This is an optimization exercise on Yosys and OpenROAD, whose aim is small area and a short achievable clock period, not a production implementation.
No functional check of the RTL was part of any run shown here.
Power figures rest on the tool's default switching activity, not on a simulated workload.

## design/flow/design.v

```verilog
module RF_ALU (input clk,
               input RegSet,
               input RegWrite,
               input [3:0] ALU_control,
               input [31:0] instr,
               input [31:0] Writedata,
               output reg [31:0] rd1,
               output reg [31:0] rd2,
               output [31:0] ALU_result,
               output reg Zero);
wire [4:0] rs1 = instr[19:15];
wire [4:0] rs2 = instr[24:20];
wire [4:0] rd  = instr[11:7];
reg        pend_v;
reg        pend_alu;
reg [4:0]  pend_rd;
reg [31:0] pend_wd;
reg [31:0] regs [1:31];
wire [31:0] wdata = pend_alu ? ALU_result : pend_wd;
wire [31:0] stale;         
assign stale[0] = 1'b0;
wire [32*32-1:0] rows;     
assign rows[31:0] = wdata;
genvar r, k;
generate
    for (r = 1; r < 32; r = r + 1) begin : row
        wire we   = pend_v && (pend_rd == r);
        wire hold = !we;
        wire [31:0] d;
        assign stale[r] = we;
        assign rows[32*r +: 32] = regs[r];
        for (k = 0; k < 32; k = k + 1) begin : bt
            g_ao22 wc (.a1(regs[r][k]), .a2(hold), .b1(wdata[k]), .b2(we), .y(d[k]));
        end
        always @(posedge clk) regs[r] <= d;
    end
endgenerate
function [31:0] selects(input [4:0] rs, input [31:0] stl, input pv, input [4:0] prd);
    integer j;
    begin
        selects[0] = pv && (rs == prd) && (rs != 5'd0);
        for (j = 1; j < 32; j = j + 1)
            selects[j] = (rs == j) && !stl[j];
    end
endfunction
wire [31:0] sel1 = selects(rs1, stale, pend_v, pend_rd);
wire [31:0] sel2 = selects(rs2, stale, pend_v, pend_rd);
wire [31:0] a, b;
generate
    for (k = 0; k < 32; k = k + 1) begin : rdbit
        wire [31:0] col;
        for (r = 0; r < 32; r = r + 1) begin : c
            assign col[r] = rows[32*r + k];
        end
        rf_mux32 m1 (.sel(sel1), .d(col), .q(a[k]));
        rf_mux32 m2 (.sel(sel2), .d(col), .q(b[k]));
    end
endgenerate
wire op_and   = (ALU_control == 4'b0000);
wire op_or    = (ALU_control == 4'b0001);
wire op_sub   = (ALU_control == 4'b0110);
wire op_arith = (ALU_control == 4'b0010) || op_sub;
wire [31:0] aa, g0n, t0n;
generate
    for (k = 0; k < 32; k = k + 1) begin : pg
        g_xor2  x (.a(a[k]), .b(op_sub), .y(aa[k]));
        g_nand3 g (.a(aa[k]), .b(b[k]), .c(op_arith), .y(g0n[k]));
        g_nor2  t (.a(aa[k]), .b(b[k]), .y(t0n[k]));
    end
endgenerate
reg [31:0] alu_p;    
reg [31:0] alu_g;    
reg [31:8] alu_t;    
wire l1g_1;
wire l1g_2;
wire l1t_2;
wire l1g_3;
wire l1t_3;
wire l1g_4;
wire l1t_4;
wire l1g_5;
wire l1t_5;
wire l1g_6;
wire l1t_6;
wire l1g_7;
wire l1t_7;
wire l1g_8;
wire l1t_8;
wire l1g_9;
wire l1t_9;
wire l1g_10;
wire l1t_10;
wire l1g_11;
wire l1t_11;
wire l1g_12;
wire l1t_12;
wire l1g_13;
wire l1t_13;
wire l1g_14;
wire l1t_14;
wire l1g_15;
wire l1t_15;
wire l1g_16;
wire l1t_16;
wire l1g_17;
wire l1t_17;
wire l1g_18;
wire l1t_18;
wire l1g_19;
wire l1t_19;
wire l1g_20;
wire l1t_20;
wire l1g_21;
wire l1t_21;
wire l1g_22;
wire l1t_22;
wire l1g_23;
wire l1t_23;
wire l1g_24;
wire l1t_24;
wire l1g_25;
wire l1t_25;
wire l1g_26;
wire l1t_26;
wire l1g_27;
wire l1t_27;
wire l1g_28;
wire l1t_28;
wire l1g_29;
wire l1t_29;
wire l1g_30;
wire l1t_30;
wire l1g_31;
wire l1t_31;
wire n_g0n_0;
wire l2g_2;
wire l2g_3;
wire l2g_4;
wire l2t_4;
wire l2g_5;
wire l2t_5;
wire l2g_6;
wire l2t_6;
wire l2g_7;
wire l2t_7;
wire l2g_8;
wire l2t_8;
wire l2g_9;
wire l2t_9;
wire l2g_10;
wire l2t_10;
wire l2g_11;
wire l2t_11;
wire l2g_12;
wire l2t_12;
wire l2g_13;
wire l2t_13;
wire l2g_14;
wire l2t_14;
wire l2g_15;
wire l2t_15;
wire l2g_16;
wire l2t_16;
wire l2g_17;
wire l2t_17;
wire l2g_18;
wire l2t_18;
wire l2g_19;
wire l2t_19;
wire l2g_20;
wire l2t_20;
wire l2g_21;
wire l2t_21;
wire l2g_22;
wire l2t_22;
wire l2g_23;
wire l2t_23;
wire l2g_24;
wire l2t_24;
wire l2g_25;
wire l2t_25;
wire l2g_26;
wire l2t_26;
wire l2g_27;
wire l2t_27;
wire l2g_28;
wire l2t_28;
wire l2g_29;
wire l2t_29;
wire l2g_30;
wire l2t_30;
wire l2g_31;
wire l2t_31;
wire l3g_4;
wire n_l1g_1;
wire l3g_5;
wire l3g_6;
wire l3g_7;
wire l3g_8;
wire l3t_8;
wire l3g_9;
wire l3t_9;
wire l3g_10;
wire l3t_10;
wire l3g_11;
wire l3t_11;
wire l3g_12;
wire l3t_12;
wire l3g_13;
wire l3t_13;
wire l3g_14;
wire l3t_14;
wire l3g_15;
wire l3t_15;
wire l3g_16;
wire l3t_16;
wire l3g_17;
wire l3t_17;
wire l3g_18;
wire l3t_18;
wire l3g_19;
wire l3t_19;
wire l3g_20;
wire l3t_20;
wire l3g_21;
wire l3t_21;
wire l3g_22;
wire l3t_22;
wire l3g_23;
wire l3t_23;
wire l3g_24;
wire l3t_24;
wire l3g_25;
wire l3t_25;
wire l3g_26;
wire l3t_26;
wire l3g_27;
wire l3t_27;
wire l3g_28;
wire l3t_28;
wire l3g_29;
wire l3t_29;
wire l3g_30;
wire l3t_30;
wire l3g_31;
wire l3t_31;
wire n_alu_g_0;
wire l4g_8;
wire l4g_9;
wire n_alu_g_2;
wire l4g_10;
wire n_alu_g_3;
wire l4g_11;
wire l4g_12;
wire l4g_13;
wire l4g_14;
wire l4g_15;
wire l4g_16;
wire l4t_16;
wire l4g_17;
wire l4t_17;
wire l4g_18;
wire l4t_18;
wire l4g_19;
wire l4t_19;
wire l4g_20;
wire l4t_20;
wire l4g_21;
wire l4t_21;
wire l4g_22;
wire l4t_22;
wire l4g_23;
wire l4t_23;
wire l4g_24;
wire l4t_24;
wire l4g_25;
wire l4t_25;
wire l4g_26;
wire l4t_26;
wire l4g_27;
wire l4t_27;
wire l4g_28;
wire l4t_28;
wire l4g_29;
wire l4t_29;
wire l4g_30;
wire l4t_30;
wire l4g_31;
wire l4t_31;
wire l5g_16;
wire n_alu_g_1;
wire l5g_17;
wire l5g_18;
wire l5g_19;
wire n_alu_g_4;
wire l5g_20;
wire n_alu_g_5;
wire l5g_21;
wire n_alu_g_6;
wire l5g_22;
wire n_alu_g_7;
wire l5g_23;
wire l5g_24;
wire l5g_25;
wire l5g_26;
wire l5g_27;
wire l5g_28;
wire l5g_29;
wire l5g_30;
wire l5g_31;
g_oai21 p0g1 (.a1(t0n[1]), .a2(g0n[0]), .b1(g0n[1]), .y(l1g_1));
g_oai21 p0g2 (.a1(t0n[2]), .a2(g0n[1]), .b1(g0n[2]), .y(l1g_2));
g_nor2 p0t2 (.a(t0n[2]), .b(t0n[1]), .y(l1t_2));
g_oai21 p0g3 (.a1(t0n[3]), .a2(g0n[2]), .b1(g0n[3]), .y(l1g_3));
g_nor2 p0t3 (.a(t0n[3]), .b(t0n[2]), .y(l1t_3));
g_oai21 p0g4 (.a1(t0n[4]), .a2(g0n[3]), .b1(g0n[4]), .y(l1g_4));
g_nor2 p0t4 (.a(t0n[4]), .b(t0n[3]), .y(l1t_4));
g_oai21 p0g5 (.a1(t0n[5]), .a2(g0n[4]), .b1(g0n[5]), .y(l1g_5));
g_nor2 p0t5 (.a(t0n[5]), .b(t0n[4]), .y(l1t_5));
g_oai21 p0g6 (.a1(t0n[6]), .a2(g0n[5]), .b1(g0n[6]), .y(l1g_6));
g_nor2 p0t6 (.a(t0n[6]), .b(t0n[5]), .y(l1t_6));
g_oai21 p0g7 (.a1(t0n[7]), .a2(g0n[6]), .b1(g0n[7]), .y(l1g_7));
g_nor2 p0t7 (.a(t0n[7]), .b(t0n[6]), .y(l1t_7));
g_oai21 p0g8 (.a1(t0n[8]), .a2(g0n[7]), .b1(g0n[8]), .y(l1g_8));
g_nor2 p0t8 (.a(t0n[8]), .b(t0n[7]), .y(l1t_8));
g_oai21 p0g9 (.a1(t0n[9]), .a2(g0n[8]), .b1(g0n[9]), .y(l1g_9));
g_nor2 p0t9 (.a(t0n[9]), .b(t0n[8]), .y(l1t_9));
g_oai21 p0g10 (.a1(t0n[10]), .a2(g0n[9]), .b1(g0n[10]), .y(l1g_10));
g_nor2 p0t10 (.a(t0n[10]), .b(t0n[9]), .y(l1t_10));
g_oai21 p0g11 (.a1(t0n[11]), .a2(g0n[10]), .b1(g0n[11]), .y(l1g_11));
g_nor2 p0t11 (.a(t0n[11]), .b(t0n[10]), .y(l1t_11));
g_oai21 p0g12 (.a1(t0n[12]), .a2(g0n[11]), .b1(g0n[12]), .y(l1g_12));
g_nor2 p0t12 (.a(t0n[12]), .b(t0n[11]), .y(l1t_12));
g_oai21 p0g13 (.a1(t0n[13]), .a2(g0n[12]), .b1(g0n[13]), .y(l1g_13));
g_nor2 p0t13 (.a(t0n[13]), .b(t0n[12]), .y(l1t_13));
g_oai21 p0g14 (.a1(t0n[14]), .a2(g0n[13]), .b1(g0n[14]), .y(l1g_14));
g_nor2 p0t14 (.a(t0n[14]), .b(t0n[13]), .y(l1t_14));
g_oai21 p0g15 (.a1(t0n[15]), .a2(g0n[14]), .b1(g0n[15]), .y(l1g_15));
g_nor2 p0t15 (.a(t0n[15]), .b(t0n[14]), .y(l1t_15));
g_oai21 p0g16 (.a1(t0n[16]), .a2(g0n[15]), .b1(g0n[16]), .y(l1g_16));
g_nor2 p0t16 (.a(t0n[16]), .b(t0n[15]), .y(l1t_16));
g_oai21 p0g17 (.a1(t0n[17]), .a2(g0n[16]), .b1(g0n[17]), .y(l1g_17));
g_nor2 p0t17 (.a(t0n[17]), .b(t0n[16]), .y(l1t_17));
g_oai21 p0g18 (.a1(t0n[18]), .a2(g0n[17]), .b1(g0n[18]), .y(l1g_18));
g_nor2 p0t18 (.a(t0n[18]), .b(t0n[17]), .y(l1t_18));
g_oai21 p0g19 (.a1(t0n[19]), .a2(g0n[18]), .b1(g0n[19]), .y(l1g_19));
g_nor2 p0t19 (.a(t0n[19]), .b(t0n[18]), .y(l1t_19));
g_oai21 p0g20 (.a1(t0n[20]), .a2(g0n[19]), .b1(g0n[20]), .y(l1g_20));
g_nor2 p0t20 (.a(t0n[20]), .b(t0n[19]), .y(l1t_20));
g_oai21 p0g21 (.a1(t0n[21]), .a2(g0n[20]), .b1(g0n[21]), .y(l1g_21));
g_nor2 p0t21 (.a(t0n[21]), .b(t0n[20]), .y(l1t_21));
g_oai21 p0g22 (.a1(t0n[22]), .a2(g0n[21]), .b1(g0n[22]), .y(l1g_22));
g_nor2 p0t22 (.a(t0n[22]), .b(t0n[21]), .y(l1t_22));
g_oai21 p0g23 (.a1(t0n[23]), .a2(g0n[22]), .b1(g0n[23]), .y(l1g_23));
g_nor2 p0t23 (.a(t0n[23]), .b(t0n[22]), .y(l1t_23));
g_oai21 p0g24 (.a1(t0n[24]), .a2(g0n[23]), .b1(g0n[24]), .y(l1g_24));
g_nor2 p0t24 (.a(t0n[24]), .b(t0n[23]), .y(l1t_24));
g_oai21 p0g25 (.a1(t0n[25]), .a2(g0n[24]), .b1(g0n[25]), .y(l1g_25));
g_nor2 p0t25 (.a(t0n[25]), .b(t0n[24]), .y(l1t_25));
g_oai21 p0g26 (.a1(t0n[26]), .a2(g0n[25]), .b1(g0n[26]), .y(l1g_26));
g_nor2 p0t26 (.a(t0n[26]), .b(t0n[25]), .y(l1t_26));
g_oai21 p0g27 (.a1(t0n[27]), .a2(g0n[26]), .b1(g0n[27]), .y(l1g_27));
g_nor2 p0t27 (.a(t0n[27]), .b(t0n[26]), .y(l1t_27));
g_oai21 p0g28 (.a1(t0n[28]), .a2(g0n[27]), .b1(g0n[28]), .y(l1g_28));
g_nor2 p0t28 (.a(t0n[28]), .b(t0n[27]), .y(l1t_28));
g_oai21 p0g29 (.a1(t0n[29]), .a2(g0n[28]), .b1(g0n[29]), .y(l1g_29));
g_nor2 p0t29 (.a(t0n[29]), .b(t0n[28]), .y(l1t_29));
g_oai21 p0g30 (.a1(t0n[30]), .a2(g0n[29]), .b1(g0n[30]), .y(l1g_30));
g_nor2 p0t30 (.a(t0n[30]), .b(t0n[29]), .y(l1t_30));
g_oai21 p0g31 (.a1(t0n[31]), .a2(g0n[30]), .b1(g0n[31]), .y(l1g_31));
g_nor2 p0t31 (.a(t0n[31]), .b(t0n[30]), .y(l1t_31));
g_inv i_n_g0n_0 (.a(g0n[0]), .y(n_g0n_0));
g_aoi21 p1g2 (.a1(l1t_2), .a2(n_g0n_0), .b1(l1g_2), .y(l2g_2));
g_aoi21 p1g3 (.a1(l1t_3), .a2(l1g_1), .b1(l1g_3), .y(l2g_3));
g_aoi21 p1g4 (.a1(l1t_4), .a2(l1g_2), .b1(l1g_4), .y(l2g_4));
g_nand2 p1t4 (.a(l1t_4), .b(l1t_2), .y(l2t_4));
g_aoi21 p1g5 (.a1(l1t_5), .a2(l1g_3), .b1(l1g_5), .y(l2g_5));
g_nand2 p1t5 (.a(l1t_5), .b(l1t_3), .y(l2t_5));
g_aoi21 p1g6 (.a1(l1t_6), .a2(l1g_4), .b1(l1g_6), .y(l2g_6));
g_nand2 p1t6 (.a(l1t_6), .b(l1t_4), .y(l2t_6));
g_aoi21 p1g7 (.a1(l1t_7), .a2(l1g_5), .b1(l1g_7), .y(l2g_7));
g_nand2 p1t7 (.a(l1t_7), .b(l1t_5), .y(l2t_7));
g_aoi21 p1g8 (.a1(l1t_8), .a2(l1g_6), .b1(l1g_8), .y(l2g_8));
g_nand2 p1t8 (.a(l1t_8), .b(l1t_6), .y(l2t_8));
g_aoi21 p1g9 (.a1(l1t_9), .a2(l1g_7), .b1(l1g_9), .y(l2g_9));
g_nand2 p1t9 (.a(l1t_9), .b(l1t_7), .y(l2t_9));
g_aoi21 p1g10 (.a1(l1t_10), .a2(l1g_8), .b1(l1g_10), .y(l2g_10));
g_nand2 p1t10 (.a(l1t_10), .b(l1t_8), .y(l2t_10));
g_aoi21 p1g11 (.a1(l1t_11), .a2(l1g_9), .b1(l1g_11), .y(l2g_11));
g_nand2 p1t11 (.a(l1t_11), .b(l1t_9), .y(l2t_11));
g_aoi21 p1g12 (.a1(l1t_12), .a2(l1g_10), .b1(l1g_12), .y(l2g_12));
g_nand2 p1t12 (.a(l1t_12), .b(l1t_10), .y(l2t_12));
g_aoi21 p1g13 (.a1(l1t_13), .a2(l1g_11), .b1(l1g_13), .y(l2g_13));
g_nand2 p1t13 (.a(l1t_13), .b(l1t_11), .y(l2t_13));
g_aoi21 p1g14 (.a1(l1t_14), .a2(l1g_12), .b1(l1g_14), .y(l2g_14));
g_nand2 p1t14 (.a(l1t_14), .b(l1t_12), .y(l2t_14));
g_aoi21 p1g15 (.a1(l1t_15), .a2(l1g_13), .b1(l1g_15), .y(l2g_15));
g_nand2 p1t15 (.a(l1t_15), .b(l1t_13), .y(l2t_15));
g_aoi21 p1g16 (.a1(l1t_16), .a2(l1g_14), .b1(l1g_16), .y(l2g_16));
g_nand2 p1t16 (.a(l1t_16), .b(l1t_14), .y(l2t_16));
g_aoi21 p1g17 (.a1(l1t_17), .a2(l1g_15), .b1(l1g_17), .y(l2g_17));
g_nand2 p1t17 (.a(l1t_17), .b(l1t_15), .y(l2t_17));
g_aoi21 p1g18 (.a1(l1t_18), .a2(l1g_16), .b1(l1g_18), .y(l2g_18));
g_nand2 p1t18 (.a(l1t_18), .b(l1t_16), .y(l2t_18));
g_aoi21 p1g19 (.a1(l1t_19), .a2(l1g_17), .b1(l1g_19), .y(l2g_19));
g_nand2 p1t19 (.a(l1t_19), .b(l1t_17), .y(l2t_19));
g_aoi21 p1g20 (.a1(l1t_20), .a2(l1g_18), .b1(l1g_20), .y(l2g_20));
g_nand2 p1t20 (.a(l1t_20), .b(l1t_18), .y(l2t_20));
g_aoi21 p1g21 (.a1(l1t_21), .a2(l1g_19), .b1(l1g_21), .y(l2g_21));
g_nand2 p1t21 (.a(l1t_21), .b(l1t_19), .y(l2t_21));
g_aoi21 p1g22 (.a1(l1t_22), .a2(l1g_20), .b1(l1g_22), .y(l2g_22));
g_nand2 p1t22 (.a(l1t_22), .b(l1t_20), .y(l2t_22));
g_aoi21 p1g23 (.a1(l1t_23), .a2(l1g_21), .b1(l1g_23), .y(l2g_23));
g_nand2 p1t23 (.a(l1t_23), .b(l1t_21), .y(l2t_23));
g_aoi21 p1g24 (.a1(l1t_24), .a2(l1g_22), .b1(l1g_24), .y(l2g_24));
g_nand2 p1t24 (.a(l1t_24), .b(l1t_22), .y(l2t_24));
g_aoi21 p1g25 (.a1(l1t_25), .a2(l1g_23), .b1(l1g_25), .y(l2g_25));
g_nand2 p1t25 (.a(l1t_25), .b(l1t_23), .y(l2t_25));
g_aoi21 p1g26 (.a1(l1t_26), .a2(l1g_24), .b1(l1g_26), .y(l2g_26));
g_nand2 p1t26 (.a(l1t_26), .b(l1t_24), .y(l2t_26));
g_aoi21 p1g27 (.a1(l1t_27), .a2(l1g_25), .b1(l1g_27), .y(l2g_27));
g_nand2 p1t27 (.a(l1t_27), .b(l1t_25), .y(l2t_27));
g_aoi21 p1g28 (.a1(l1t_28), .a2(l1g_26), .b1(l1g_28), .y(l2g_28));
g_nand2 p1t28 (.a(l1t_28), .b(l1t_26), .y(l2t_28));
g_aoi21 p1g29 (.a1(l1t_29), .a2(l1g_27), .b1(l1g_29), .y(l2g_29));
g_nand2 p1t29 (.a(l1t_29), .b(l1t_27), .y(l2t_29));
g_aoi21 p1g30 (.a1(l1t_30), .a2(l1g_28), .b1(l1g_30), .y(l2g_30));
g_nand2 p1t30 (.a(l1t_30), .b(l1t_28), .y(l2t_30));
g_aoi21 p1g31 (.a1(l1t_31), .a2(l1g_29), .b1(l1g_31), .y(l2g_31));
g_nand2 p1t31 (.a(l1t_31), .b(l1t_29), .y(l2t_31));
g_oai21 p2g4 (.a1(l2t_4), .a2(g0n[0]), .b1(l2g_4), .y(l3g_4));
g_inv i_n_l1g_1 (.a(l1g_1), .y(n_l1g_1));
g_oai21 p2g5 (.a1(l2t_5), .a2(n_l1g_1), .b1(l2g_5), .y(l3g_5));
g_oai21 p2g6 (.a1(l2t_6), .a2(l2g_2), .b1(l2g_6), .y(l3g_6));
g_oai21 p2g7 (.a1(l2t_7), .a2(l2g_3), .b1(l2g_7), .y(l3g_7));
g_oai21 p2g8 (.a1(l2t_8), .a2(l2g_4), .b1(l2g_8), .y(l3g_8));
g_nor2 p2t8 (.a(l2t_8), .b(l2t_4), .y(l3t_8));
g_oai21 p2g9 (.a1(l2t_9), .a2(l2g_5), .b1(l2g_9), .y(l3g_9));
g_nor2 p2t9 (.a(l2t_9), .b(l2t_5), .y(l3t_9));
g_oai21 p2g10 (.a1(l2t_10), .a2(l2g_6), .b1(l2g_10), .y(l3g_10));
g_nor2 p2t10 (.a(l2t_10), .b(l2t_6), .y(l3t_10));
g_oai21 p2g11 (.a1(l2t_11), .a2(l2g_7), .b1(l2g_11), .y(l3g_11));
g_nor2 p2t11 (.a(l2t_11), .b(l2t_7), .y(l3t_11));
g_oai21 p2g12 (.a1(l2t_12), .a2(l2g_8), .b1(l2g_12), .y(l3g_12));
g_nor2 p2t12 (.a(l2t_12), .b(l2t_8), .y(l3t_12));
g_oai21 p2g13 (.a1(l2t_13), .a2(l2g_9), .b1(l2g_13), .y(l3g_13));
g_nor2 p2t13 (.a(l2t_13), .b(l2t_9), .y(l3t_13));
g_oai21 p2g14 (.a1(l2t_14), .a2(l2g_10), .b1(l2g_14), .y(l3g_14));
g_nor2 p2t14 (.a(l2t_14), .b(l2t_10), .y(l3t_14));
g_oai21 p2g15 (.a1(l2t_15), .a2(l2g_11), .b1(l2g_15), .y(l3g_15));
g_nor2 p2t15 (.a(l2t_15), .b(l2t_11), .y(l3t_15));
g_oai21 p2g16 (.a1(l2t_16), .a2(l2g_12), .b1(l2g_16), .y(l3g_16));
g_nor2 p2t16 (.a(l2t_16), .b(l2t_12), .y(l3t_16));
g_oai21 p2g17 (.a1(l2t_17), .a2(l2g_13), .b1(l2g_17), .y(l3g_17));
g_nor2 p2t17 (.a(l2t_17), .b(l2t_13), .y(l3t_17));
g_oai21 p2g18 (.a1(l2t_18), .a2(l2g_14), .b1(l2g_18), .y(l3g_18));
g_nor2 p2t18 (.a(l2t_18), .b(l2t_14), .y(l3t_18));
g_oai21 p2g19 (.a1(l2t_19), .a2(l2g_15), .b1(l2g_19), .y(l3g_19));
g_nor2 p2t19 (.a(l2t_19), .b(l2t_15), .y(l3t_19));
g_oai21 p2g20 (.a1(l2t_20), .a2(l2g_16), .b1(l2g_20), .y(l3g_20));
g_nor2 p2t20 (.a(l2t_20), .b(l2t_16), .y(l3t_20));
g_oai21 p2g21 (.a1(l2t_21), .a2(l2g_17), .b1(l2g_21), .y(l3g_21));
g_nor2 p2t21 (.a(l2t_21), .b(l2t_17), .y(l3t_21));
g_oai21 p2g22 (.a1(l2t_22), .a2(l2g_18), .b1(l2g_22), .y(l3g_22));
g_nor2 p2t22 (.a(l2t_22), .b(l2t_18), .y(l3t_22));
g_oai21 p2g23 (.a1(l2t_23), .a2(l2g_19), .b1(l2g_23), .y(l3g_23));
g_nor2 p2t23 (.a(l2t_23), .b(l2t_19), .y(l3t_23));
g_oai21 p2g24 (.a1(l2t_24), .a2(l2g_20), .b1(l2g_24), .y(l3g_24));
g_nor2 p2t24 (.a(l2t_24), .b(l2t_20), .y(l3t_24));
g_oai21 p2g25 (.a1(l2t_25), .a2(l2g_21), .b1(l2g_25), .y(l3g_25));
g_nor2 p2t25 (.a(l2t_25), .b(l2t_21), .y(l3t_25));
g_oai21 p2g26 (.a1(l2t_26), .a2(l2g_22), .b1(l2g_26), .y(l3g_26));
g_nor2 p2t26 (.a(l2t_26), .b(l2t_22), .y(l3t_26));
g_oai21 p2g27 (.a1(l2t_27), .a2(l2g_23), .b1(l2g_27), .y(l3g_27));
g_nor2 p2t27 (.a(l2t_27), .b(l2t_23), .y(l3t_27));
g_oai21 p2g28 (.a1(l2t_28), .a2(l2g_24), .b1(l2g_28), .y(l3g_28));
g_nor2 p2t28 (.a(l2t_28), .b(l2t_24), .y(l3t_28));
g_oai21 p2g29 (.a1(l2t_29), .a2(l2g_25), .b1(l2g_29), .y(l3g_29));
g_nor2 p2t29 (.a(l2t_29), .b(l2t_25), .y(l3t_29));
g_oai21 p2g30 (.a1(l2t_30), .a2(l2g_26), .b1(l2g_30), .y(l3g_30));
g_nor2 p2t30 (.a(l2t_30), .b(l2t_26), .y(l3t_30));
g_oai21 p2g31 (.a1(l2t_31), .a2(l2g_27), .b1(l2g_31), .y(l3g_31));
g_nor2 p2t31 (.a(l2t_31), .b(l2t_27), .y(l3t_31));
g_inv i_n_alu_g_0 (.a(alu_g[0]), .y(n_alu_g_0));
g_aoi21 p3g8 (.a1(alu_t[8]), .a2(n_alu_g_0), .b1(alu_g[8]), .y(l4g_8));
g_aoi21 p3g9 (.a1(alu_t[9]), .a2(alu_g[1]), .b1(alu_g[9]), .y(l4g_9));
g_inv i_n_alu_g_2 (.a(alu_g[2]), .y(n_alu_g_2));
g_aoi21 p3g10 (.a1(alu_t[10]), .a2(n_alu_g_2), .b1(alu_g[10]), .y(l4g_10));
g_inv i_n_alu_g_3 (.a(alu_g[3]), .y(n_alu_g_3));
g_aoi21 p3g11 (.a1(alu_t[11]), .a2(n_alu_g_3), .b1(alu_g[11]), .y(l4g_11));
g_aoi21 p3g12 (.a1(alu_t[12]), .a2(alu_g[4]), .b1(alu_g[12]), .y(l4g_12));
g_aoi21 p3g13 (.a1(alu_t[13]), .a2(alu_g[5]), .b1(alu_g[13]), .y(l4g_13));
g_aoi21 p3g14 (.a1(alu_t[14]), .a2(alu_g[6]), .b1(alu_g[14]), .y(l4g_14));
g_aoi21 p3g15 (.a1(alu_t[15]), .a2(alu_g[7]), .b1(alu_g[15]), .y(l4g_15));
g_aoi21 p3g16 (.a1(alu_t[16]), .a2(alu_g[8]), .b1(alu_g[16]), .y(l4g_16));
g_nand2 p3t16 (.a(alu_t[16]), .b(alu_t[8]), .y(l4t_16));
g_aoi21 p3g17 (.a1(alu_t[17]), .a2(alu_g[9]), .b1(alu_g[17]), .y(l4g_17));
g_nand2 p3t17 (.a(alu_t[17]), .b(alu_t[9]), .y(l4t_17));
g_aoi21 p3g18 (.a1(alu_t[18]), .a2(alu_g[10]), .b1(alu_g[18]), .y(l4g_18));
g_nand2 p3t18 (.a(alu_t[18]), .b(alu_t[10]), .y(l4t_18));
g_aoi21 p3g19 (.a1(alu_t[19]), .a2(alu_g[11]), .b1(alu_g[19]), .y(l4g_19));
g_nand2 p3t19 (.a(alu_t[19]), .b(alu_t[11]), .y(l4t_19));
g_aoi21 p3g20 (.a1(alu_t[20]), .a2(alu_g[12]), .b1(alu_g[20]), .y(l4g_20));
g_nand2 p3t20 (.a(alu_t[20]), .b(alu_t[12]), .y(l4t_20));
g_aoi21 p3g21 (.a1(alu_t[21]), .a2(alu_g[13]), .b1(alu_g[21]), .y(l4g_21));
g_nand2 p3t21 (.a(alu_t[21]), .b(alu_t[13]), .y(l4t_21));
g_aoi21 p3g22 (.a1(alu_t[22]), .a2(alu_g[14]), .b1(alu_g[22]), .y(l4g_22));
g_nand2 p3t22 (.a(alu_t[22]), .b(alu_t[14]), .y(l4t_22));
g_aoi21 p3g23 (.a1(alu_t[23]), .a2(alu_g[15]), .b1(alu_g[23]), .y(l4g_23));
g_nand2 p3t23 (.a(alu_t[23]), .b(alu_t[15]), .y(l4t_23));
g_aoi21 p3g24 (.a1(alu_t[24]), .a2(alu_g[16]), .b1(alu_g[24]), .y(l4g_24));
g_nand2 p3t24 (.a(alu_t[24]), .b(alu_t[16]), .y(l4t_24));
g_aoi21 p3g25 (.a1(alu_t[25]), .a2(alu_g[17]), .b1(alu_g[25]), .y(l4g_25));
g_nand2 p3t25 (.a(alu_t[25]), .b(alu_t[17]), .y(l4t_25));
g_aoi21 p3g26 (.a1(alu_t[26]), .a2(alu_g[18]), .b1(alu_g[26]), .y(l4g_26));
g_nand2 p3t26 (.a(alu_t[26]), .b(alu_t[18]), .y(l4t_26));
g_aoi21 p3g27 (.a1(alu_t[27]), .a2(alu_g[19]), .b1(alu_g[27]), .y(l4g_27));
g_nand2 p3t27 (.a(alu_t[27]), .b(alu_t[19]), .y(l4t_27));
g_aoi21 p3g28 (.a1(alu_t[28]), .a2(alu_g[20]), .b1(alu_g[28]), .y(l4g_28));
g_nand2 p3t28 (.a(alu_t[28]), .b(alu_t[20]), .y(l4t_28));
g_aoi21 p3g29 (.a1(alu_t[29]), .a2(alu_g[21]), .b1(alu_g[29]), .y(l4g_29));
g_nand2 p3t29 (.a(alu_t[29]), .b(alu_t[21]), .y(l4t_29));
g_aoi21 p3g30 (.a1(alu_t[30]), .a2(alu_g[22]), .b1(alu_g[30]), .y(l4g_30));
g_nand2 p3t30 (.a(alu_t[30]), .b(alu_t[22]), .y(l4t_30));
g_aoi21 p3g31 (.a1(alu_t[31]), .a2(alu_g[23]), .b1(alu_g[31]), .y(l4g_31));
g_nand2 p3t31 (.a(alu_t[31]), .b(alu_t[23]), .y(l4t_31));
g_oai21 p4g16 (.a1(l4t_16), .a2(alu_g[0]), .b1(l4g_16), .y(l5g_16));
g_inv i_n_alu_g_1 (.a(alu_g[1]), .y(n_alu_g_1));
g_oai21 p4g17 (.a1(l4t_17), .a2(n_alu_g_1), .b1(l4g_17), .y(l5g_17));
g_oai21 p4g18 (.a1(l4t_18), .a2(alu_g[2]), .b1(l4g_18), .y(l5g_18));
g_oai21 p4g19 (.a1(l4t_19), .a2(alu_g[3]), .b1(l4g_19), .y(l5g_19));
g_inv i_n_alu_g_4 (.a(alu_g[4]), .y(n_alu_g_4));
g_oai21 p4g20 (.a1(l4t_20), .a2(n_alu_g_4), .b1(l4g_20), .y(l5g_20));
g_inv i_n_alu_g_5 (.a(alu_g[5]), .y(n_alu_g_5));
g_oai21 p4g21 (.a1(l4t_21), .a2(n_alu_g_5), .b1(l4g_21), .y(l5g_21));
g_inv i_n_alu_g_6 (.a(alu_g[6]), .y(n_alu_g_6));
g_oai21 p4g22 (.a1(l4t_22), .a2(n_alu_g_6), .b1(l4g_22), .y(l5g_22));
g_inv i_n_alu_g_7 (.a(alu_g[7]), .y(n_alu_g_7));
g_oai21 p4g23 (.a1(l4t_23), .a2(n_alu_g_7), .b1(l4g_23), .y(l5g_23));
g_oai21 p4g24 (.a1(l4t_24), .a2(l4g_8), .b1(l4g_24), .y(l5g_24));
g_oai21 p4g25 (.a1(l4t_25), .a2(l4g_9), .b1(l4g_25), .y(l5g_25));
g_oai21 p4g26 (.a1(l4t_26), .a2(l4g_10), .b1(l4g_26), .y(l5g_26));
g_oai21 p4g27 (.a1(l4t_27), .a2(l4g_11), .b1(l4g_27), .y(l5g_27));
g_oai21 p4g28 (.a1(l4t_28), .a2(l4g_12), .b1(l4g_28), .y(l5g_28));
g_oai21 p4g29 (.a1(l4t_29), .a2(l4g_13), .b1(l4g_29), .y(l5g_29));
g_oai21 p4g30 (.a1(l4t_30), .a2(l4g_14), .b1(l4g_30), .y(l5g_30));
g_oai21 p4g31 (.a1(l4t_31), .a2(l4g_15), .b1(l4g_31), .y(l5g_31));
assign ALU_result[0] = alu_p[0];
g_xnor2 s1 (.a(alu_p[1]), .b(alu_g[0]), .y(ALU_result[1]));
g_xor2 s2 (.a(alu_p[2]), .b(alu_g[1]), .y(ALU_result[2]));
g_xnor2 s3 (.a(alu_p[3]), .b(alu_g[2]), .y(ALU_result[3]));
g_xnor2 s4 (.a(alu_p[4]), .b(alu_g[3]), .y(ALU_result[4]));
g_xor2 s5 (.a(alu_p[5]), .b(alu_g[4]), .y(ALU_result[5]));
g_xor2 s6 (.a(alu_p[6]), .b(alu_g[5]), .y(ALU_result[6]));
g_xor2 s7 (.a(alu_p[7]), .b(alu_g[6]), .y(ALU_result[7]));
g_xor2 s8 (.a(alu_p[8]), .b(alu_g[7]), .y(ALU_result[8]));
g_xnor2 s9 (.a(alu_p[9]), .b(l4g_8), .y(ALU_result[9]));
g_xnor2 s10 (.a(alu_p[10]), .b(l4g_9), .y(ALU_result[10]));
g_xnor2 s11 (.a(alu_p[11]), .b(l4g_10), .y(ALU_result[11]));
g_xnor2 s12 (.a(alu_p[12]), .b(l4g_11), .y(ALU_result[12]));
g_xnor2 s13 (.a(alu_p[13]), .b(l4g_12), .y(ALU_result[13]));
g_xnor2 s14 (.a(alu_p[14]), .b(l4g_13), .y(ALU_result[14]));
g_xnor2 s15 (.a(alu_p[15]), .b(l4g_14), .y(ALU_result[15]));
g_xnor2 s16 (.a(alu_p[16]), .b(l4g_15), .y(ALU_result[16]));
g_xor2 s17 (.a(alu_p[17]), .b(l5g_16), .y(ALU_result[17]));
g_xor2 s18 (.a(alu_p[18]), .b(l5g_17), .y(ALU_result[18]));
g_xor2 s19 (.a(alu_p[19]), .b(l5g_18), .y(ALU_result[19]));
g_xor2 s20 (.a(alu_p[20]), .b(l5g_19), .y(ALU_result[20]));
g_xor2 s21 (.a(alu_p[21]), .b(l5g_20), .y(ALU_result[21]));
g_xor2 s22 (.a(alu_p[22]), .b(l5g_21), .y(ALU_result[22]));
g_xor2 s23 (.a(alu_p[23]), .b(l5g_22), .y(ALU_result[23]));
g_xor2 s24 (.a(alu_p[24]), .b(l5g_23), .y(ALU_result[24]));
g_xor2 s25 (.a(alu_p[25]), .b(l5g_24), .y(ALU_result[25]));
g_xor2 s26 (.a(alu_p[26]), .b(l5g_25), .y(ALU_result[26]));
g_xor2 s27 (.a(alu_p[27]), .b(l5g_26), .y(ALU_result[27]));
g_xor2 s28 (.a(alu_p[28]), .b(l5g_27), .y(ALU_result[28]));
g_xor2 s29 (.a(alu_p[29]), .b(l5g_28), .y(ALU_result[29]));
g_xor2 s30 (.a(alu_p[30]), .b(l5g_29), .y(ALU_result[30]));
g_xor2 s31 (.a(alu_p[31]), .b(l5g_30), .y(ALU_result[31]));
always @(posedge clk) begin
    rd1 <= a;
    rd2 <= b;
    Zero <= (a == b);
    alu_p <= op_arith ? (a ^ b) : op_and ? (a & b) : op_or ? (a | b) : ALU_result;
    alu_g[0] <= g0n[0];
    alu_g[1] <= l1g_1;
    alu_g[2] <= l2g_2;
    alu_g[3] <= l2g_3;
    alu_g[4] <= l3g_4;
    alu_g[5] <= l3g_5;
    alu_g[6] <= l3g_6;
    alu_g[7] <= l3g_7;
    alu_g[8] <= l3g_8;
    alu_g[9] <= l3g_9;
    alu_g[10] <= l3g_10;
    alu_g[11] <= l3g_11;
    alu_g[12] <= l3g_12;
    alu_g[13] <= l3g_13;
    alu_g[14] <= l3g_14;
    alu_g[15] <= l3g_15;
    alu_g[16] <= l3g_16;
    alu_g[17] <= l3g_17;
    alu_g[18] <= l3g_18;
    alu_g[19] <= l3g_19;
    alu_g[20] <= l3g_20;
    alu_g[21] <= l3g_21;
    alu_g[22] <= l3g_22;
    alu_g[23] <= l3g_23;
    alu_g[24] <= l3g_24;
    alu_g[25] <= l3g_25;
    alu_g[26] <= l3g_26;
    alu_g[27] <= l3g_27;
    alu_g[28] <= l3g_28;
    alu_g[29] <= l3g_29;
    alu_g[30] <= l3g_30;
    alu_g[31] <= l3g_31;
    alu_t[8] <= l3t_8;
    alu_t[9] <= l3t_9;
    alu_t[10] <= l3t_10;
    alu_t[11] <= l3t_11;
    alu_t[12] <= l3t_12;
    alu_t[13] <= l3t_13;
    alu_t[14] <= l3t_14;
    alu_t[15] <= l3t_15;
    alu_t[16] <= l3t_16;
    alu_t[17] <= l3t_17;
    alu_t[18] <= l3t_18;
    alu_t[19] <= l3t_19;
    alu_t[20] <= l3t_20;
    alu_t[21] <= l3t_21;
    alu_t[22] <= l3t_22;
    alu_t[23] <= l3t_23;
    alu_t[24] <= l3t_24;
    alu_t[25] <= l3t_25;
    alu_t[26] <= l3t_26;
    alu_t[27] <= l3t_27;
    alu_t[28] <= l3t_28;
    alu_t[29] <= l3t_29;
    alu_t[30] <= l3t_30;
    alu_t[31] <= l3t_31;
    pend_v   <= (RegWrite || RegSet) && (rd != 5'd0);
    pend_alu <= RegWrite;
    pend_rd  <= rd;
    pend_wd  <= Writedata;
end
endmodule
module rf_mux32 (input [31:0] sel, input [31:0] d, output q);
wire [15:0] t;
wire [3:0] u;
wire [1:0] v;
genvar j;
generate
    for (j = 0; j < 16; j = j + 1) begin : l1
        g_aoi22 x (.a1(sel[2*j]), .a2(d[2*j]), .b1(sel[2*j+1]), .b2(d[2*j+1]), .y(t[j]));
    end
    for (j = 0; j < 4; j = j + 1) begin : l2
        g_nand4 x (.a(t[4*j]), .b(t[4*j+1]), .c(t[4*j+2]), .d(t[4*j+3]), .y(u[j]));
    end
endgenerate
g_nor2 v0 (.a(u[0]), .b(u[1]), .y(v[0]));
g_nor2 v1 (.a(u[2]), .b(u[3]), .y(v[1]));
g_nand2 o (.a(v[0]), .b(v[1]), .y(q));
endmodule
module g_aoi22 (input a1, input a2, input b1, input b2, output y);
assign y = ~((a1 & a2) | (b1 & b2));
endmodule
module g_ao22 (input a1, input a2, input b1, input b2, output y);
assign y = (a1 & a2) | (b1 & b2);
endmodule
module g_aoi21 (input a1, input a2, input b1, output y);
assign y = ~((a1 & a2) | b1);
endmodule
module g_oai21 (input a1, input a2, input b1, output y);
assign y = ~((a1 | a2) & b1);
endmodule
module g_nand4 (input a, input b, input c, input d, output y);
assign y = ~(a & b & c & d);
endmodule
module g_nand3 (input a, input b, input c, output y);
assign y = ~(a & b & c);
endmodule
module g_nand2 (input a, input b, output y);
assign y = ~(a & b);
endmodule
module g_nor2 (input a, input b, output y);
assign y = ~(a | b);
endmodule
module g_xor2 (input a, input b, output y);
assign y = a ^ b;
endmodule
module g_inv (input a, output y);
assign y = ~a;
endmodule
module g_xnor2 (input a, input b, output y);
assign y = ~(a ^ b);
endmodule
```

## design/flow/run.sh

```bash
#!/bin/bash
# synth_recipe.tcl (not shown) runs the flow's synth.tcl, then flattens the netlist and writes it again
# the make line also repeats each setting of config.mk as NAME=value (left out here)
make -C /OpenROAD-flow-scripts/flow DESIGN_CONFIG=/design/flow/config.mk WORK_HOME=/design/flow/orfs CLKGATE_MAP_FILE= SYNTH_SCRIPT=/design/flow/synth_recipe.tcl finish
```

## design/flow/config.mk

```make
export PLATFORM = sky130hd
export DESIGN_NAME = RF_ALU
export DESIGN_NICKNAME = RF_ALU
export VERILOG_FILES = /design/flow/design.v
export SDC_FILE = /design/flow/constraint.sdc
export NUM_CORES = 8
export LEC_CHECK = 0
export CAP_MARGIN = 20
export CORE_MARGIN = 2
export CORE_UTILIZATION = 40
export SETUP_SLACK_MARGIN = 4.6
export SLEW_MARGIN = 20
export SYNTH_HIERARCHICAL = 1
```

## design/flow/constraint.sdc

```tcl
create_clock -name core_clock -period 9.0 [get_ports {clk}]
set_input_delay 1.8000 -clock core_clock [delete_from_list [all_inputs] [get_ports {clk}]]
set_output_delay 1.8000 -clock core_clock [all_outputs]
set_load 0.01 [all_outputs]
```

==> results.rst, run 1 <==
.. list-table::
   :header-rows: 1

   * - Metric
     - Value
   * - Number of synthesized register bits
     - 1182
   * - Worst voltage drop across the vdd grid
     - ~0.00020 V
   * - Sequential fraction of the synthesis area
     - 0.445
   * - Unrepaired setup endpoints after global routing
     - yes
   * - Relative max-transition margin
     - 0.280
   * - Min Tclk post-route
     - 4.75 ns
   * - CP Capture Type
     - flop
   * - Post-synth EDFFs
     - 1
   * - Data required time at the worst endpoint
     - 9.67 ns
   * - Vias per cell
     - 6.85
   * - Post-cts hold buffer count
     - 0
   * - Overall fraction of global-route tracks in use
     - 0.332
   * - Post-synthesis instance total
     - around 4500
   * - Setup violations, final
     - 0
   * - Effective utilization at floorplan
     - 0.404
   * - Data arrival, critical path
     - between 5 and 6 ns
   * - Detailed-router iteration count before antenna repair
     - 13
   * - Final GP Congestion
     - 0.968
   * - FFs w/ async S/R, synth
     - 0
   * - Setup_tns
     - 0 ns
   * - Via count of the first global-routing pass
     - 44700
   * - Total I/O pin count
     - about 170
   * - Die Height
     - 369 um
   * - Share of the cycle needed by the critical path after routing
     - 0.528
   * - CTS buffer count
     - 121
   * - Clock-pin slew on the worst setup and hold paths
     - around 0.06 ns
   * - Area added between synthesis and finish
     - 25.5%
   * - Critical Path Source Type
     - primary input
   * - HPWL after detailed placement
     - 144000 um
   * - Largest buffer count on any clock path
     - 3
   * - Highest-count cells in the layout ignoring fill and taps
     - 1177 x dfxtp_1, 1024 x a22oi_2, 992 x a22o_1, 259 x nand4_1, 234 x buf_4
   * - Number of H-tree levels
     - 3
   * - Largest clock skew in the final design
     - 0.0278 ns
   * - Worst min path class
     - flop to flop
   * - Routed via count
     - 47700
   * - Distinct cells, synth
     - 50
   * - Slew of the pin with the lowest slew margin
     - roughly 1.1 ns
   * - Clock Sinks
     - 1182
   * - Number of antenna violations at the first check in global routing
     - 5
   * - Pin count of the biggest net entering global routing
     - 41
   * - Top achievable clock speed
     - between 200 and 250 MHz
   * - Clock insertion delay at the later pin of the skew report
     - 0.75 ns
   * - Leftover overflow at the end of global routing
     - 0
   * - Root Driver
     - clkbuf_16
   * - Number of input and output port buffers inserted
     - 150
   * - Dominant synthesized flop cell
     - dfxtp_1
   * - Reported leakage power
     - 23.0 nW
   * - Register share of total power
     - 0.453
   * - Drt drc
     - 0
   * - Post-Synthesis Net Count
     - 4668
   * - Slowest-stage cell, CP
     - clkdlybuf4s50_1
   * - Final wirelength
     - 239000 um
   * - Detailed router's first-iteration violation count
     - 5917
   * - Die Outline Area
     - 136000 sq um
   * - Commonest non-fill, non-tap cell in the layout
     - dfxtp_1
   * - Number of hold violations in the final report
     - 0
   * - Core region area
     - between 100000 and 150000 sq um
   * - Synthesized cell area
     - 53200 sq um
   * - Pins Over Slew Limit
     - 0
   * - Number of warning messages in the yosys log
     - 9
   * - Ratio of total power to cell area
     - approximately 270 nW/um^2
   * - Int Power
     - about 0.012 W
   * - Max-Cap Viols
     - 0
   * - Biggest cell delay along the critical path
     - 0.50 ns
   * - CTS tree
     - done
   * - Post-route worst hold slack
     - 0.547 ns
   * - Wire length of the first global-routing pass
     - 331000 um
   * - Cell breakdown of the critical path
     - clkdlybuf4s50_1 > buf_8 > nand2b_4 > or2_4 > nor4_4 > buf_4 > clkbuf_16 > a22oi_2 > nand4_1 > nor2_4 > nand2_4 > inv_2 > ha_4 > nor4_4 > nand4_1 > nor2_1
   * - Largest fanout on the critical path
     - 8
   * - X dimension of the die
     - 369 um
   * - Switch share
     - 0.340
   * - Rows
     - 133
   * - Final-stage net count
     - 5246
   * - Worst setup path category
     - primary input to flop
   * - Mean cell area of the mapped netlist
     - approximately 12 sq um
   * - Share of post-route cells with drive strength above 1
     - 0.394
   * - Residual antenna-violating net count after detailed routing
     - 0
   * - Share of total power in the clock network
     - 0.294
   * - Combinational cell fraction of total power
     - 0.254
   * - Psw
     - between 0.006 and 0.007 W
   * - Result of the run
     - complete, no violations
   * - Detailed-route wire length per cell
     - around 34 um
worst paths after layout:
kind,startpoint,slack [ns],end,depth (start not counted)
worst max-delay path,instr[21],4.25,Zero,16
worst min-delay path,regs[6][6],0.55,regs[6][6],1
worst max register to register,pend_rd[4],4.38,Zero,13
worst min register to register,regs[6][6],0.55,regs[6][6],1
per-layer routing:
| metal | share of wire | track usage | vias up |
|---|---|---|---|
| met5 | 0.00027 | 0 | - |
| met4 | 0.062 | 0.169 | 8 |
| met3 | 0.12 | 0.106 | 673 |
| met2 | 0.42 | 0.488 | 3051 |
| met1 | 0.40 | 0.435 | 24000 |
| li1 | - | - | 19900 |
worst max-delay path: cells and delay by family:
family	cells	cell delay, ns
adders and majority gates	1	0.21
buffers and inverters	5	1.13
and+or+nand+nor	9	2.10
AOI/OAI and AO/OA	1	0.16
Yosys cell counts, types with 3 or more instances:
| library cell | n | area (sq um) |
|---|---|---|
| and2_1 | 9 | 56.3 |
| or2_2 | 7 | 43.8 |
| nor4_1 | 22 | 138 |
| nor3_1 | 48 | 240 |
| buf_4 | 3 | 22.5 |
| a21oi_2 | 52 | 455 |
| o22ai_2 | 10 | 125 |
| buf_2 | 10 | 50.1 |
| o21ai_1 | 72 | 360 |
| nand2b_1 | 29 | 181 |
| or2b_1 | 4 | 30.0 |
| inv_1 | 106 | 398 |
| nand3b_1 | 4 | 30.0 |
| buf_1 | 5 | 18.8 |
| a22oi_1 | 8 | 60.1 |
| a22o_1 | 992 | 8690 |
| o31ai_1 | 8 | 60.1 |
| a22oi_2 | 1024 | 12800 |
| nand4bb_1 | 3 | 33.8 |
| xor2_1 | 51 | 447 |
| a31oi_1 | 12 | 75.1 |
| clkbuf_1 | 13 | 48.8 |
| xnor2_1 | 19 | 166 |
| mux2_2 | 32 | 360 |
| ha_1 | 64 | 801 |
| buf_6 | 6 | 67.6 |
| nor2_1 | 254 | 953 |
| a31oi_2 | 11 | 138 |
| dfxtp_1 | 1181 | 23600 |
| a211oi_1 | 3 | 22.5 |
| o22ai_1 | 13 | 81.3 |
| nand4b_1 | 3 | 26.3 |
| nand2_1 | 142 | 533 |
| nand4_1 | 259 | 1620 |
| nand3_1 | 35 | 175 |
modules after synthesis (local to each module, per instance), a selection:
module | area, sq um | flops+latches | cells
g_nand2 | 3.75 | 0 | 1
g_nor2 | 3.75 | 0 | 1
g_inv | 3.75 | 0 | 1
g_xor2 | 8.76 | 0 | 1
g_aoi22 | 12.5 | 0 | 1
RF_ALU | 27300 | 1182 | 1718
g_aoi21 | 8.76 | 0 | 1
g_nand4 | 6.26 | 0 | 1
g_nand3 | 5.00 | 0 | 1
what timing repair did:
| item | CTS | global route |
|---|---|---|
| gates resized for setup | 329 | 187 |
| gates cloned | 23 | 9 |
| setup buffers | 53 | 62 |
| endpoints found under the setup margin | 134 | 69 |
| pin swaps | 61 | 72 |
| endpoints found under the hold margin | 0 | 0 |
area by class of cell:
| class | instances | area, sq um |
|---|---|---|
| repair buffers | 490 | 5230 |
| well taps | 1755 | 2200 |
| diodes | 1 | 2.50 |
| flip-flops and latches | 1182 | 23700 |
| inverters | 107 | 403 |
| multi-input cells | 3209 | 31000 |
| clock buffers | 183 | 3640 |
| fillers | 11700 | 64900 |
| clock inverters | 37 | 532 |
state kept, by name, summed over array words and instances, names as in the netlist, 5 cells and up:
name	cells
pend_rd	5
rd2	32
regs	992
alu_p	32
alu_g	31
alu_t	23
pend_wd	32
rd1	32
cell families after synthesis:
kind of cell | share of synthesized area
AO/OA/AOI/OAI | 0.431
flip-flops | 0.445
AND/OR/NAND/NOR | 0.0785
buffers and inverters | 0.0117
XOR/XNOR | 0.0115
adder cells (fa/ha/maj) | 0.0151
multiplexers | 0.00697
power by group through the flow:
stage / clock network (W) / registers (W) / logic (W)
floorplan: 0 / 0.00809 / 0.00263
global placement: 0 / 0.00824 / 0.00411
detailed placement: 0 / 0.00831 / 0.00417
CTS: 0.00539 / 0.00822 / 0.00433
global route: 0.00559 / 0.00844 / 0.00481
finish: 0.00537 / 0.00827 / 0.00463
per-stage QoR:
| step | instance area, sq um | instances | worst slack, ns | power, W | util |
|---|---|---|---|---|---|
| 3_3_place_gp | 59000 | 6595 | 2.31 | 0.0123 | 0.448 |
| 6_report | 66700 | 6964 | 4.25 | 0.0183 | 0.507 |
| 4_1_cts | 65400 | 6891 | 4.44 | 0.0179 | 0.497 |
| 5_1_grt | 66700 | 6963 | 4.26 | 0.0188 | 0.507 |
| 2_1_floorplan | 53500 | 4533 | 1.10 | 0.0107 | - |
| 3_5_place_dp | 59000 | 6595 | 2.26 | 0.0125 | 0.448 |
==> run 2, diff against run 1 <==
--- a/design/flow/config.mk
+++ b/design/flow/config.mk
@@ -9,5 +9,5 @@
 export CORE_MARGIN = 2
 export CORE_UTILIZATION = 40
-export SETUP_SLACK_MARGIN = 4.6
+export SETUP_SLACK_MARGIN = 5
 export SLEW_MARGIN = 20
 export SYNTH_HIERARCHICAL = 1
==> results.rst, run 2 <==
.. list-table::
   :header-rows: 1

   * - Metric
     - Value
   * - Result of the run
     - complete, no violations
   * - Unrepaired setup endpoints after global routing
     - yes
   * - Min Tclk post-route
     - 4.41 ns (-0.346 ns)
   * - Root Driver
     - clkbuf_16
   * - Data required time at the worst endpoint
     - 9.67 ns (about the same)
   * - Detailed router's first-iteration violation count
     - 6612 (+12%)
   * - Vias per cell
     - 6.90 (+0.87%)
   * - Final core utilization
     - 0.525 (+0.0180)
   * - Combinational cell fraction of total power
     - 0.264 (+0.010)
   * - Most area-consuming cells after synthesis
     - dfxtp_1 44%, a22oi_2 24%, a22o_1 16%, nand4_1 3.0%, nor2_1 1.8%
   * - Setup_tns
     - 0 ns (unchanged)
   * - Relative max-transition margin
     - 0.180 (-0.0999)
   * - Clock insertion delay at the later pin of the skew report
     - 0.77 ns (+0.02 ns)
   * - Worst setup path category
     - primary input to flop
   * - Overall fraction of global-route tracks in use
     - 0.344 (+0.0118)
   * - Data arrival, critical path
     - 5.08 ns (-0.34 ns)
   * - Synthesized cell area
     - 53200 sq um (unchanged)
   * - Share of the cycle needed by the critical path after routing
     - 0.489 (-0.0384)
   * - Largest buffer count on any clock path
     - 3 (unchanged)
   * - Top achievable clock speed
     - 227 MHz (+7.9%)
   * - Final wirelength
     - 247000 um (+3.4%)
   * - Mean cell area of the mapped netlist
     - 11.7 sq um (unchanged)
   * - Launching instance or port of the critical path
     - instr[21]
   * - Number of hold violations in the final report
     - 0 (unchanged)
   * - Ratio of total power to cell area
     - 269 nW/um^2 (-1.8%)
   * - Total I/O pin count
     - 168 (unchanged)
   * - Critical Path Source Type
     - primary input
   * - Largest clock skew in the final design
     - 0.0364 ns (+0.00854 ns)
   * - Clock-pin slew on the worst setup and hold paths
     - 0.06 ns (about the same)
   * - CTS tree
     - done
   * - Leftover overflow at the end of global routing
     - 0 (unchanged)
   * - Residual antenna-violating net count after detailed routing
     - 0 (unchanged)
   * - Post-Synthesis Net Count
     - 4668 (unchanged)
   * - Wire length of the first global-routing pass
     - 341000 um (+3.2%)
   * - Number of warning messages in the yosys log
     - 9 (unchanged)
   * - R2R Path End
     - Zero
   * - Switch share
     - 0.344 (+0.00443)
   * - Depth of the worst register-to-register path
     - 16 (+3)
   * - Rows
     - 133 (unchanged)
   * - Slew of the pin with the lowest slew margin
     - 1.23 ns (+0.150 ns)
   * - X dimension of the die
     - 369 um (unchanged)
   * - Number of H-tree levels
     - 3 (unchanged)
   * - Final-stage net count
     - 5345 (+1.9%)
   * - Drt drc
     - 0 (unchanged)
   * - Detailed-route wire length per cell
     - 35.0 um (+2.0%)
   * - Pin count of the biggest net entering global routing
     - 41 (unchanged)
   * - Die Height
     - 369 um (unchanged)
   * - Highest-count cells in the layout ignoring fill and taps
     - 1166 x dfxtp_1, 1024 x a22oi_2, 992 x a22o_1, 281 x buf_4, 259 x nand4_1
   * - Worst voltage drop across the vdd grid
     - 0.000199 V (+0.38%)
   * - Leading cell types by count after synthesis
     - 1181 x dfxtp_1, 1024 x a22oi_2, 992 x a22o_1, 259 x nand4_1, 254 x nor2_1
   * - Post-route worst setup slack
     - 4.59 ns (+0.346 ns)
   * - Worst min path class
     - flop to flop
   * - Psw
     - 0.00640 W (+3.0%)
   * - Post-synth top area share
     - 0.445 (unchanged)
   * - Area added between synthesis and finish
     - 29.9%
   * - Via count of the first global-routing pass
     - 45800 (+2.5%)
   * - Setup slack at placement
     - 2.26 ns (unchanged)
   * - HPWL after detailed placement
     - 144000 um (unchanged)
   * - Start point of the worst hold path
     - regs[17][28]
   * - Post-synth EDFFs
     - 1 (unchanged)
   * - Clock Sinks
     - 1182 (unchanged)
   * - Post-route total power
     - 0.0186 W (+1.7%)
   * - Worst R2R Setup Slack
     - 4.73 ns (+0.35 ns)
   * - Post-synthesis instance total
     - 4533 (unchanged)
   * - Largest fanout on the critical path
     - 16 (+8)
   * - Sequential fraction of the synthesis area
     - 0.445 (unchanged)
   * - Number of synthesized register bits
     - 1182 (unchanged)
   * - Register share of total power
     - 0.446 (-0.007)
   * - Number of antenna violations at the first check in global routing
     - 1 (-4)
   * - Final GP Congestion
     - 0.968 (unchanged)
   * - Int Power
     - 0.0122 W (+1.0%)
   * - Detailed-router iteration count before antenna repair
     - 6 (-7)
   * - Largest Register
     - regs
   * - Pins Over Slew Limit
     - 0 (unchanged)
   * - Most frequent cell after synthesis
     - dfxtp_1
   * - Core region area
     - 132000 sq um (unchanged)
   * - FFs w/ async S/R, synth
     - 0 (unchanged)
   * - Effective utilization at floorplan
     - 0.404 (unchanged)
   * - Routed via count
     - 48800 (+2.3%)
   * - Dominant synthesized flop cell
     - dfxtp_1
   * - Setup violations, final
     - 0 (unchanged)
   * - Share of total power in the clock network
     - 0.290 (-0.004)
   * - Number of input and output port buffers inserted
     - 150 (unchanged)
   * - CP Capture Type
     - flop
   * - CTS buffer count
     - 121 (unchanged)
   * - Reported leakage power
     - 24.0 nW (+4.0%)
   * - Max-Cap Viols
     - 0 (unchanged)
   * - Commonest non-fill, non-tap cell in the layout
     - dfxtp_1
   * - Die Outline Area
     - 136000 sq um (unchanged)
   * - Largest register FFs
     - 992 (unchanged)
   * - Share of post-route cells with drive strength above 1
     - 0.422 (+0.0283)
   * - Post-route worst hold slack
     - 0.546 ns (-0.000986 ns)
   * - Cell type contributing the most total cell area after synthesis
     - dfxtp_1
   * - Distinct cells, synth
     - 50 (unchanged)
   * - Origin of the critical flop-to-flop path
     - pend_rd[1]
   * - Worst Setup EP
     - Zero
   * - Post-cts hold buffer count
     - 0 (unchanged)
==> run 2: changes by cell type in the layout (fill, tap and decap cells not counted), sizes merged <==
cell | previous run | this run
and2 | 9 | 10
buf | 319 | 420
bufbuf | 14 | 18
clkbuf | 197 | 193
clkdlybuf4s50 | 141 | 119
dlygate4sd2 | 0 | 20
dlymetal6s2s | 2 | 1
==> run 2: routing by layer <==
metal	vias to the layer above	track usage	share of wire
li1	20100	-	-
met1	24500	0.445	0.39
met2	3371	0.510	0.42
met3	752	0.110	0.12
met4	0	0.181	0.064
met5	-	0	0
==> run 2: layout make-up <==
| class | count | area (sq um) |
|---|---|---|
| multi-input cells | 3210 | 31900 |
| flip-flops and latches | 1182 | 23700 |
| well taps | 1755 | 2200 |
| clock buffers | 183 | 3640 |
| fillers | 11300 | 62600 |
| clock inverters | 37 | 532 |
| inverters | 107 | 403 |
| diodes | 1 | 2.50 |
| repair buffers | 588 | 6670 |
==> run 2: per-module statistics from Yosys (local to each module, per instance), a selection <==
module / cells inside / copies in the design / area, sq um
g_xor2: 1 / 51 / 8.76
g_ao22: 1 / 992 / 8.76
g_nand2: 1 / 106 / 3.75
g_nand3: 1 / 31 / 5.00
g_xnor2: 1 / 11 / 8.76
g_oai21: 1 / 72 / 5.00
g_aoi21: 1 / 52 / 8.76
g_nor2: 1 / 210 / 3.75
g_aoi22: 1 / 1024 / 12.5
RF_ALU: 1718 / 1 / 27300
g_nand4: 1 / 256 / 6.26
g_inv: 1 / 10 / 3.75
==> run 2: kinds of logic after synthesis <==
| kind of cell | share of synthesized area |
|---|---|
| compound gates | 0.431 |
| xor+xnor | 0.0115 |
| fa+ha+maj | 0.0151 |
| simple gates | 0.0785 |
| mux | 0.00697 |
| flops | 0.445 |
| buf+inv | 0.0117 |
==> run 2: what timing repair did <==
action	4_1_cts	5_1_grt
setup endpoints to repair	179	83
setup buffers	128	72
resized for setup	614	191
pin swaps	145	122
gates cloned	39	8
==> run 2: power by group through the flow <==
stage | sequential, W | clock [W] | combinational [W]
floorplan | 0.00809 | 0 | 0.00263
global placement | 0.00824 | 0 | 0.00411
detailed placement | 0.00831 | 0 | 0.00417
CTS | 0.00822 | 0.00539 | 0.00456
global route | 0.00845 | 0.00560 | 0.00507
finish | 0.00829 | 0.00538 | 0.00491
==> run 2: through the flow <==
step	instances	area [sq um]
after floorplan	4533	53500
after global routing	7062	69100
final	7063	69100
after detailed placement	6595	59000
after CTS	6982	67500
after global placement	6595	59000
==> run 2: critical path, cell delays in order <==
cell and delay (ns):
buf_6 0.10, buf_12 0.14, buf_4 0.14, xnor2_1 0.13, nand3_1 0.24, a211oi_4 0.08, buf_4 0.17, buf_8 0.19
a22oi_2 0.21, nand4_1 0.42, nor2_4 0.36, nand2_2 0.18, inv_2 0.10, ha_4 0.21, nor4_4 0.34, nand4_1 0.13
nor2_1 0.12
==> run 2: how the worst min path moves through the flow <==
stage / end / slack [ns] / cells past startpoint
final: regs[17][28] / 0.55 / 1
after global routing: regs[23][30] / 0.56 / 1
after CTS: regs[5][18] / 0.55 / 1
after detailed placement: regs[12][10] / 0.53 / 1
after global placement: regs[30][5] / 0.52 / 1
after floorplan: regs[10][0] / 0.51 / 1
==> run 3, diff against run 2 <==
--- a/design/flow/design.v
+++ b/design/flow/design.v
@@ -646,14 +646,10 @@
 endmodule
 module rf_mux32 (input [31:0] sel, input [31:0] d, output q);
-wire [15:0] t;
 wire [3:0] u;
 wire [1:0] v;
 genvar j;
 generate
-    for (j = 0; j < 16; j = j + 1) begin : l1
-        g_aoi22 x (.a1(sel[2*j]), .a2(d[2*j]), .b1(sel[2*j+1]), .b2(d[2*j+1]), .y(t[j]));
-    end
-    for (j = 0; j < 4; j = j + 1) begin : l2
-        g_nand4 x (.a(t[4*j]), .b(t[4*j+1]), .c(t[4*j+2]), .d(t[4*j+3]), .y(u[j]));
+    for (j = 0; j < 4; j = j + 1) begin : l1
+        rf_mux8 x (.sel(sel[8*j +: 8]), .d(d[8*j +: 8]), .y(u[j]));
     end
 endgenerate
@@ -662,6 +658,6 @@
 g_nand2 o (.a(v[0]), .b(v[1]), .y(q));
 endmodule
-module g_aoi22 (input a1, input a2, input b1, input b2, output y);
-assign y = ~((a1 & a2) | (b1 & b2));
+module rf_mux8 (input [7:0] sel, input [7:0] d, output y);
+assign y = |(sel & d);
 endmodule
 module g_ao22 (input a1, input a2, input b1, input b2, output y);
==> results.rst, run 3 <==
.. list-table::
   :header-rows: 1

   * - Metric
     - Value
   * - Largest Register
     - regs
   * - Routed via count
     - 47600 (-2.3%)
   * - FFs w/ async S/R, synth
     - 0 (unchanged)
   * - Die Height
     - 351 um (-4.9%)
   * - Largest buffer count on any clock path
     - 3 (unchanged)
   * - Number of H-tree levels
     - 4 (+1)
   * - Non-filler instance count after layout
     - 6809 (-3.6%)
   * - CTS tree
     - done
   * - Largest clock skew in the final design
     - 0.0194 ns (-0.0170 ns)
   * - CTS buffer count
     - 130 (+7.4%)
   * - Data required time at the worst endpoint
     - 9.69 ns (+0.02 ns)
   * - Effective utilization at floorplan
     - 0.402 (-0.00187)
   * - Mean cell area of the mapped netlist
     - 10.6 sq um (-9.6%)
   * - Leftover overflow at the end of global routing
     - 0 (unchanged)
   * - Worst setup path category
     - primary input to flop
   * - Combinational cell fraction of total power
     - 0.264 (about the same)
   * - Top achievable clock speed
     - 234 MHz (+3.2%)
   * - Highest-count cells in the layout ignoring fill and taps
     - 1165 x dfxtp_1, 1004 x a22oi_1, 992 x a22o_1, 259 x nand4_1, 188 x buf_4
   * - Commonest non-fill, non-tap cell in the layout
     - dfxtp_1
   * - Total I/O pin count
     - 168 (unchanged)
   * - Pins Over Slew Limit
     - 0 (unchanged)
   * - Post-synth EDFFs
     - 1 (unchanged)
   * - Leading cell types by count after synthesis
     - 1181 x dfxtp_1, 1032 x a22oi_1, 992 x a22o_1, 259 x nand4_1, 254 x nor2_1
   * - Final GP Congestion
     - 0.971 (+0.28%)
   * - Worst voltage drop across the vdd grid
     - 0.000180 V (-9.6%)
   * - Largest fanout on the critical path
     - 16 (unchanged)
   * - Final-stage net count
     - 5231 (-2.1%)
   * - Result of the run
     - complete, no violations
   * - Share of total power in the clock network
     - 0.301 (+0.011)
   * - Detailed router's first-iteration violation count
     - 7544 (+14%)
   * - Family with the most delay on the worst path
     - simple AND/OR/NAND/NOR gates
   * - Cell type contributing the most total cell area after synthesis
     - dfxtp_1
   * - Cell breakdown of the critical path
     - buf_6 > nor2_2 > a211o_1 > a211oi_4 > buf_4 > clkbuf_16 > a22oi_1 > nand4_1 > nor2_1 > nand2_2 > inv_1 > ha_1 > nor4_4 > nand4_1 > nor2_1
   * - Dominant synthesized flop cell
     - dfxtp_1
   * - Pin count of the biggest net entering global routing
     - 44 (+7.3%)
   * - Root Driver
     - clkbuf_16
   * - HPWL after detailed placement
     - 133000 um (-7.4%)
   * - Residual antenna-violating net count after detailed routing
     - 0 (unchanged)
   * - Detailed-route wire length per cell
     - 34.0 um (-2.7%)
   * - Unrepaired setup endpoints after global routing
     - yes
   * - Setup_tns
     - 0 ns (unchanged)
   * - Relative max-transition margin
     - 0.272 (+0.0920)
   * - Slowest-stage cell, CP
     - nor2_1
   * - Share of the cycle needed by the critical path after routing
     - 0.474 (-0.0153)
   * - CP Capture Type
     - flop
   * - Number of antenna violations at the first check in global routing
     - 4 (+3)
   * - Detailed-router iteration count before antenna repair
     - 7 (+1)
   * - Number of synthesized register bits
     - 1182 (unchanged)
   * - Max-Cap Viols
     - 0 (unchanged)
   * - Data arrival, critical path
     - 4.96 ns (-0.12 ns)
   * - Int Power
     - 0.0122 W (about the same)
   * - Synthesized cell area
     - 48000 sq um (-9.6%)
   * - Wire length of the first global-routing pass
     - 318000 um (-7.0%)
   * - Setup violations, final
     - 0 (unchanged)
   * - Post-synthesis instance total
     - 4533 (unchanged)
   * - Register share of total power
     - 0.434 (-0.012)
   * - Drt drc
     - 0 (unchanged)
   * - Clock Sinks
     - 1182 (unchanged)
   * - X dimension of the die
     - 351 um (-4.9%)
   * - Most frequent cell after synthesis
     - dfxtp_1
   * - Number of input and output port buffers inserted
     - 150 (unchanged)
   * - Post-Synthesis Net Count
     - 4668 (unchanged)
   * - Number of hold violations in the final report
     - 0 (unchanged)
   * - Post-route worst hold slack
     - 0.511 ns (-0.0347 ns)
   * - Clock insertion delay at the later pin of the skew report
     - 0.77 ns (about the same)
   * - Biggest cell delay along the critical path
     - 0.52 ns (+0.10 ns)
   * - Switch share
     - 0.332 (-0.0127)
   * - Worst min path class
     - flop to flop
   * - Critical Path Source Type
     - primary input
   * - Post-route total power
     - 0.0182 W (-2.0%)
   * - Distinct cells, synth
     - 49 (-2.0%)
[run 3: cell types whose count changed in the layout (fill, tap and decap cells not counted), moves of 12 or more]
cell	change
a22oi_1	+996
a22oi_2	-996
buf_4	-93
nor3_2	+19
nor3_4	-19
buf_12	-17
buf_6	+13
nand2_2	-13
nor2_2	+12
[run 3: repair_timing]
item / 4_1_cts / 5_1_grt
endpoints found under the setup margin: 177 / 92
setup buffers: 86 / 48
resized for setup: 509 / 310
pin swaps: 128 / 137
cloned: 11 / 7
[run 3: logic make-up after synthesis]
| kind of cell | after synthesis | share of synthesized area |
|---|---|---|
| xor+xnor | 70 | 0.0128 |
| mux | 33 | 0.00771 |
| flops | 1182 | 0.493 |
| buf+inv | 145 | 0.0130 |
| compound gates | 2209 | 0.370 |
| simple gates | 830 | 0.0869 |
| fa+ha+maj | 64 | 0.0167 |
[run 3: through the flow]
stage	setup slack [ns]	area, sq um
floorplan	2.86	48400
global placement	2.07	53500
detailed placement	2.29	53500
CTS	4.65	60800
global route	4.82	62700
finish	4.73	62700
[run 3: path summary, 6_finish.rpt]
kind / start / endpoint / slack, ns / cells past startpoint
max reg2reg: pend_v / Zero / 4.78 / 15
min: regs[19][6] / regs[19][6] / 0.51 / 1
max: instr[22] / Zero / 4.73 / 15
min reg2reg: regs[19][6] / regs[19][6] / 0.51 / 1
[run 3: power groups by stage]
stage,Combinational (W),Clock [W],Sequential (W)
after CTS,0.00433,0.00549,0.00782
after floorplan,0.00244,0,0.00768
after global routing,0.00498,0.00571,0.00806
after detailed placement,0.00399,0,0.00789
after global placement,0.00392,0,0.00784
final,0.00481,0.00549,0.00791
[run 3: modules after synthesis (local to each module, per instance), excerpt]
module	cells	cell area (sq um)	copies in the design
g_xor2	1	8.76	51
g_oai21	1	5.00	72
g_nor2	1	3.75	210
g_ao22	1	8.76	992
g_inv	1	3.75	10
g_nand2	1	3.75	106
g_xnor2	1	8.76	11
rf_mux8	5	36.3	256
RF_ALU	1718	27300	1
[run 3: layer usage]
layer / GRT usage / vias to the layer above / part of all wire
met1: 0.464 / 23600 / 0.39
met2: 0.499 / 3498 / 0.41
met3: 0.141 / 650 / 0.14
met4: 0.184 / 12 / 0.061
li1: - / 19800 / -
met5: 0 / - / 0.0013
[run 3: layout make-up]
type | count | area (sq um)
Antenna cell | 1 | 2.50
Clock buffer | 203 | 4060
Clock inverter | 29 | 295
Fill cell | 10500 | 56800
Inverter | 107 | 422
Multi-Input combinational cell | 3207 | 27200
Sequential cell | 1182 | 23700
Tap cell | 1612 | 2020
Timing Repair Buffer | 468 | 5080

Check on run 3: ideal ports give 4.732 ns setup slack; a clkbuf_16 on the clock port and buf_2 on the inputs give 4.763 ns; moving port delays by the midpoint clock arrival (0.839 ns) as well gives 3.924 ns.
